Context: an optimization exercise on an open-source flow, tuned for small area, a short achievable clock period and few clock cycles per item. The choices shown serve that exercise and are no tape-out recipe.
The RTL was checked by simulation tests, not by an equivalence proof against the original design.
Power figures rest on the tool's default switching activity, not on a simulated workload.

==> inputs of v31 <==
==> flow/design.v (excerpt) <==
module JAM (
input CLK,
input RST,
output [2:0] W,
output [2:0] J,
input [6:0] Cost,
output [3:0] MatchCount,
output [9:0] MinCost,
output Valid );
==> flow/config.mk <==
export PLATFORM = sky130hd
export DESIGN_NAME = JAM
export DESIGN_NICKNAME = JAM
export VERILOG_FILES = /design/flow/design.v
export SDC_FILE = /design/flow/constraint.sdc
export NUM_CORES = 4
export LEC_CHECK = 0
export CAP_MARGIN = 20
export CORE_MARGIN = 2
export CORE_UTILIZATION = 40
export CTS_CLUSTER_DIAMETER = 90
export CTS_CLUSTER_SIZE = 25
export SLEW_MARGIN = 20
==> flow/constraint.sdc <==
create_clock -name core_clock -period 12.0 [get_ports {CLK}]
set_input_delay 2.4000 -clock core_clock [delete_from_list [all_inputs] [get_ports {CLK}]]
set_output_delay 2.4000 -clock core_clock [all_outputs]
set_load 0.01 [all_outputs]
standard.sh (not shown) runs the stock make flow with config.mk's settings and CLKGATE_MAP_FILE= SYNTH_SCRIPT=/design/flow/synth_recipe.tcl, a recipe that flattens the netlist after the stock synthesis.
==> flow/flow/run.sh <==
#!/bin/bash
# Standard layout; the timing repair steps aim 8 ns above the required slack
# and work on the worst 5% of the endpoints below that.
set -euo pipefail
export SETUP_SLACK_MARGIN=8
export TNS_END_PERCENT=5
bash standard.sh > standard.log 2>&1
==> v11 (differences from v31) <==
- CTS_CLUSTER_DIAMETER: 90 -> unset
- CTS_CLUSTER_SIZE: 25 -> unset
==> comparison table <==
item                                                                  v31             v11
Destination of the worst register-to-register timing path        nB3_4[3]        nA0_2[3]
Clock group total power                                           4.72 mW         7.05 mW
Clk pin slew, worst setup/hold paths                               110 ps           70 ps
Fraction of standard cell area that is sequential                   29.0%           28.3%
Area growth from synthesis to final layout                          16.1%           18.9%
Startpoint of the worst-slack reg-to-reg timing path               cr3[0]          act[4]
Number of iterations in the first detailed-routing pass                 8               6
Reported net switching power                                      20.0 mW         20.3 mW
Antenna violations before repair                                       85              79
Worst Path Arrival                                                5020 ps         5190 ps
Clock latency on the worst-skew pair                               890 ps          970 ps
Portion of the layout cell area used by clock cells                 3.28%           5.82%
Endpoint with the worst hold slack                               vB4_2[2]        nB6_7[1]
Area occupied by registers                                    36600 sq um     36600 sq um
Hold path startpoint                                             vB4_3[2]        nB6_0[1]
Part of the total power dissipated in the clock network             11.9%           16.8%
Number of buffers inserted to repair setup after CTS                  230             205
Status                                                     finished clean  finished clean
Total wirelength of the detailed-routed design                     520 mm          524 mm
Worst path buffer plus inverter count                                   2               4
Sum of internal, switching and leakage power                      39.8 mW         42.0 mW
Startpoint of the worst setup timing path                          cr3[0]          act[4]
DRT met1 WL                                                        214 mm          217 mm
Internal power of the cells                                       19.7 mW         21.8 mW
Total clock buffers created by CTS                                    115             215
Number of vias per cell                                              6.02            6.00
Testbench counts of v31, summed over its fixed seeds: cycles 804, jobs 12.
Testbench counts of v11, summed over its fixed seeds: cycles 804, jobs 12.


==> job 3927: inputs <==
JAM, a different RTL version from the one above (not shown whole).
export LEC_CHECK = 0
export CAP_MARGIN = 20
export CORE_MARGIN = 2
export CORE_UTILIZATION = 50
export CTS_CLUSTER_DIAMETER = 90
export CTS_CLUSTER_SIZE = 25
export SLEW_MARGIN = 20
create_clock -name core_clock -period 12.0 [get_ports {CLK}]
==> flow/flow/run.sh <==
#!/bin/bash
# Standard layout, except: the timing repair steps aim 8 ns above the required
# slack and work on the worst 5% of the endpoints below that, and the port
# buffers are buf_4 cells.
set -euo pipefail
export SETUP_SLACK_MARGIN=8
export TNS_END_PERCENT=5
export BUFFER_PORTS_ARGS="-buffer_cell sky130_fd_sc_hd__buf_4"
bash standard.sh > standard.log 2>&1
==> job 5576: changes against job 3927 <==
==> flow/flow/run.sh (replaced) <==
#!/bin/bash
# Standard layout, except: the timing repair steps aim 8.4 ns above the required
# slack and work on the worst 5% of the endpoints below that, and the port
# buffers are buf_4 cells.
set -euo pipefail
export SETUP_SLACK_MARGIN=8.4
export TNS_END_PERCENT=5
export BUFFER_PORTS_ARGS="-buffer_cell sky130_fd_sc_hd__buf_4"
bash standard.sh > standard.log 2>&1
Settings changed: CORE_UTILIZATION 50 to 45, PLACE_DENSITY set to 0.65.
==> job 6694: changes against job 3927 <==
==> flow/flow/run.sh (replaced) <==
#!/bin/bash
# Standard layout, except: the timing repair steps aim 8 ns above the required
# slack and work on the worst 10% of the endpoints below that, and the port
# buffers are buf_4 cells.
set -euo pipefail
export SETUP_SLACK_MARGIN=8
export TNS_END_PERCENT=10
export BUFFER_PORTS_ARGS="-buffer_cell sky130_fd_sc_hd__buf_4"
bash standard.sh > standard.log 2>&1
Settings changed: CORE_UTILIZATION 50 to 40.
==> comparison table <==
| metric | job 5576 | job 6694 | job 3927 |
|---|---|---|---|
| Proportion of layout cells with a drive suffix above 1 | 0.155 | 0.158 | 0.130 |
| Area occupied by registers | 36800 sq um | 36800 sq um | 36700 sq um |
| Share of the final layout cell area in multi-input gates | 0.552 | 0.552 | 0.555 |
| Peak ir drop on the vdd network | 0.000187 V | 0.000171 V | 0.000222 V |
| Initial standard-cell utilization of the core | 0.453 | 0.402 | 0.503 |
| Startpoint of the most critical setup path | crB2[2]$_SDFF_PN0_ | act[5]$_DFF_P_ | vA4_3[1]$_DFF_P_ |
| Total number of nets in the final design | 13400 | 13400 | 13300 |
| Detailed-route via count | 91600 | 91200 | 90800 |
| Clock tree buffer count of the final layout | 126 | 119 | 124 |
| Termination of the worst setup path | nB7_4[3]$_DFF_P_ | nB3_3[3]$_DFF_P_ | nB5_0[3]$_DFF_P_ |
| Result of the run | finished clean | finished clean | finished clean |
| Setup skew after layout | 0.0565 ns | 0.0661 ns | 0.0510 ns |
| Multi-In Gates | 8142 | 8148 | 8150 |
| Vias per inst | 6.16 | 6.00 | 6.27 |
| Met1 global-route usage | 0.525 | 0.482 | 0.550 |
| Final worst setup slack | 7.63 ns | 7.68 ns | 7.51 ns |
| Number of placed cells counting well taps | 14100 | 14400 | 13800 |
| Worst Hold Launch | vB1_4[1]$_DFF_P_ | vB6_3[1]$_DFF_P_ | vB1_4[5]$_DFF_P_ |
| Maximum net fanout on the critical path | 8 | 5 | 4 |
| Post-cts repair resize count | 568 | 545 | 392 |
Testbench counts of job 3927, summed over its fixed seeds: cycles 804, jobs 12.
Testbench counts of job 5576, summed over its fixed seeds: cycles 804, jobs 12.
Testbench counts of job 6694, summed over its fixed seeds: cycles 804, jobs 12.

what the ideal ports hide:
Ports are ideal in the flow. The routed layouts listed here were re-timed in OpenROAD.
Step 1 sets driving cells, clkbuf_16 on the clock port and buf_2 on the other inputs (assumed; they add their load-dependent delay and slew).
Step 2 adds t to the input delays and takes it off the output delays; t is the mean of the earliest and latest rising clock arrival at the registers after step 1. Input paths then give back, and output paths get back, about the clock's delay inside the block.
Three values: no drivers, after step 1, after step 2; two values: the first two.
| run | shift t [ns] | setup slack, ns | latest minus earliest clock arrival (ns) | cell pins on the clock port's net |
|---|---|---|---|---|
| v31 | 0.957 | 7.743 / 7.652 / 7.743 | 0.085 / 0.086 | 1 |
| v11 | 1.021 | 7.639 / 7.632 / 7.639 | 0.092 / 0.092 | 1 |
| job 3927 | 0.947 | 7.511 / 7.511 / 7.511 | 0.052 / 0.052 | 1 |
| job 5576 | 0.933 | 7.626 / 7.626 / 7.626 | 0.057 / 0.057 | 1 |
| job 6694 | 0.930 | 7.676 / 7.676 / 7.676 | 0.068 / 0.069 | 1 |
After both steps every run listed still meets setup and hold.
